Source: an optimization exercise on an open RTL-to-GDS flow (aim: small area). Production flows keep margins and buffers that such runs may drop. Only simulation tests tie the RTL to the original design; equivalence was not proved.

==> branch raven <==
==> flow/design.v (excerpt) <==
module Datapath(
input clk,
input reset,
output [15:0] PC_F,
output [15:0] PC_D,
output [15:0] PC_Alu,
output [3:0] rd,
output [15:0] ALU_Result,Mem_Output,Data_Write,
input [18:0] imem_data,
input [15:0] dmem_rdata,
output [7:0] dmem_addr,
output [15:0] dmem_wdata,
output [1:0] dmem_be,
output dmem_re
);
==> flow/config.mk <==
export PLATFORM = sky130hd
export DESIGN_NAME = Datapath
export DESIGN_NICKNAME = Datapath
export VERILOG_FILES = /design/flow/design.v
export SDC_FILE = /design/flow/constraint.sdc
export NUM_CORES = 4
export LEC_CHECK = 0
export CAP_MARGIN = 20
export CORE_MARGIN = 2
export CORE_UTILIZATION = 60
export SLEW_MARGIN = 20
==> flow/constraint.sdc <==
create_clock -name core_clock -period 55.0 [get_ports {clk}]
set_input_delay 11.0000 -clock core_clock [delete_from_list [all_inputs] [get_ports {clk}]]
set_output_delay 11.0000 -clock core_clock [all_outputs]
set_load 0.01 [all_outputs]
standard.sh (not shown) runs the stock make flow with config.mk's settings and CLKGATE_MAP_FILE= SYNTH_SCRIPT=/design/flow/synth_recipe.tcl, a recipe that flattens the netlist after the stock synthesis.
==> flow/flow/run.sh <==
#!/bin/bash
# The standard layout (the standard.sh, standard synthesis unchanged) with two
# changes to how it is made:
#  * port buffers use the smallest buffer, sky130_fd_sc_hd__buf_1, instead of the
#    resizer's default choice (every input and output port still gets a buffer);
#  * clock tree synthesis inserts no dummy loads and uses clkbuf_8 below a clkbuf_16 root.
# make's full output goes to flow_make.log in this folder; the ORFS step logs are
# under orfs/logs/.
set -euo pipefail
bash standard.sh \
  "BUFFER_PORTS_ARGS=-buffer_cell sky130_fd_sc_hd__buf_1" \
  "CTS_ARGS=-sink_clustering_enable -repair_clock_nets -dont_use_dummy_load -buf_list sky130_fd_sc_hd__clkbuf_8 -root_buf sky130_fd_sc_hd__clkbuf_16" \
  finish > flow_make.log 2>&1
==> branch garnet (differences from branch raven) <==
--- a/flow/design.v
+++ b/flow/design.v
@@ -91,28 +91,32 @@
     assign rf[16*k +: 16] = v ? q : k;
 end
 endgenerate
 always @(posedge clk or posedge reset)
     if (reset)
         r0 <= 16'd0;
     else if (w0_w)
         r0 <= wd_w;
+wire [3:0]  rs2_d = ir_d[15:12];
 wire [15:0] sel1 = 16'd1 << rs1_e;
-wire [15:0] sel2 = 16'd1 << rs2_e;
-reg  [15:0] rd1, rd2;
+wire [15:0] sel2 = 16'd1 << rs2_d;
+reg  [15:0] rd1, rd2_rf, rd2;
 integer ri;
 always @(*) begin
     rd1 = {16{sel1[0]}} & r0;
-    rd2 = {16{sel2[0]}} & r0;
+    rd2_rf = {16{sel2[0]}} & (w0_w ? wd_w : r0);
     for (ri = 1; ri < 16; ri = ri + 1) begin
         rd1 = rd1 | ({16{sel1[ri]}} & rf[16*ri +: 16]);
-        rd2 = rd2 | ({16{sel2[ri]}} & rf[16*ri +: 16]);
-    end
-end
+        rd2_rf = rd2_rf | ({16{sel2[ri]}} & rf[16*ri +: 16]);
+    end
+end
+wire bm2 = we_m && (rd_m == rs2_d) && (rs2_d != 4'd0);
+always @(posedge clk)
+    rd2 <= bm2 ? wbv : rd2_rf;
 wire fm1 = we_m && (rd_m == rs1_e) && (rs1_e != 4'd0);
 wire fm2 = we_m && (rd_m == rs2_e) && (rs2_e != 4'd0);
 wire [15:0] a = re1_e ? (fm1 ? res_m : rd1) : 16'd0;
 wire [15:0] b = re2_e ? (fm2 ? res_m : rd2) : 16'd0;
 wire sub = (fn_e == 4'd1) || (fn_e == 4'd5);
 wire cin = (fn_e == 4'd1) || (fn_e == 4'd4);
 wire [15:0] sum = a + (sub ? ~b : b) + {15'd0, cin};
 wire [15:0] prod, quot;
@@ -178,17 +182,17 @@
     end
 end
 endgenerate
 assign target = ret_e ? sout : (j_e ? {2'b00, ir_e[15:2]} : {8'd0, ir_e[7:0]});
 always @(posedge clk or posedge reset)
     if (reset) begin
         pcf <= 16'd0;
         ir_d <= 19'd0; dv <= 1'b0;
-        ir_e <= 19'd0; xv <= 1'b0;
+        ir_e <= BUBBLE; xv <= 1'b0;
     end else begin
         if (!stall)
             pcf <= taken ? target : pcf + 16'd3;
         if (taken) begin
             ir_d <= 19'd0; dv <= 1'b0;
         end else if (!stall) begin
             ir_d <= imem_data; dv <= 1'b1;
         end
==> flow/flow/run.sh (replaced) <==
#!/bin/bash
# The standard layout (the standard.sh, standard synthesis unchanged) with these
# changes to how it is made:
#  * port buffers use the smallest buffer, sky130_fd_sc_hd__buf_1, instead of the
#    resizer's default choice (every input and output port still gets a buffer);
#  * clock tree synthesis inserts no dummy loads and uses clkbuf_8 below a clkbuf_16 root;
#  * after global routing, non-critical gates are downsized (RECOVER_POWER=100).
# make's full output goes to flow_make.log in this folder; the ORFS step logs are
# under orfs/logs/.
set -euo pipefail
bash standard.sh \
  "BUFFER_PORTS_ARGS=-buffer_cell sky130_fd_sc_hd__buf_1" \
  "CTS_ARGS=-sink_clustering_enable -repair_clock_nets -dont_use_dummy_load -buf_list sky130_fd_sc_hd__clkbuf_8 -root_buf sky130_fd_sc_hd__clkbuf_16" \
  "RECOVER_POWER=100" \
  finish > flow_make.log 2>&1
==> flow/config.mk (replaced) <==
export PLATFORM = sky130hd
export DESIGN_NAME = Datapath
export DESIGN_NICKNAME = Datapath
export VERILOG_FILES = /design/flow/design.v
export SDC_FILE = /design/flow/constraint.sdc
export NUM_CORES = 4
export LEC_CHECK = 0
export CAP_MARGIN = 20
export CORE_MARGIN = 2
export CORE_UTILIZATION = 40
export SLEW_MARGIN = 20
==> comparison <==
Branch garnet reached the layout checks and failed them: max-capacitance violations, max-slew violations. Branch raven ran to the end with no violations. Between branch garnet and branch raven, the lower utilization is in branch garnet (gap 21 points). Synthesized cell count: branch raven is higher than branch garnet (2.2%). Between branch garnet and branch raven, the lower die area is in branch raven (gap about 47%, measured against branch raven). In branch garnet the flip-flop and latch count is higher than in branch raven, by 16.

-- what the ideal ports hide --
The flow's constraints put no driver on any port. The routed layouts listed below were extracted and timed again, unchanged, in two steps.
Step 1, drivers: a clkbuf_16 drives clk and a buf_2 each remaining input, both assumed.
Step 2 times the ports against the registers' clock, not the clock port: input delays grow and output delays shrink by t, the midpoint of the rising clock arrivals with the driver on.
a / b / c = ideal ports / drivers / drivers and shift; a / b = the first two.
run | t (ns) | slack for setup (ns) | slew at the worst register clock pin (ns) | worst data-port slew with drivers (ns)
branch raven | 0.673 | 4.057 / 3.983 / 4.656 | 0.08 / 0.08 | 0.06
branch garnet | 0.666 | 5.291 / 5.228 / 5.894 | 0.07 / 0.07 | 0.04
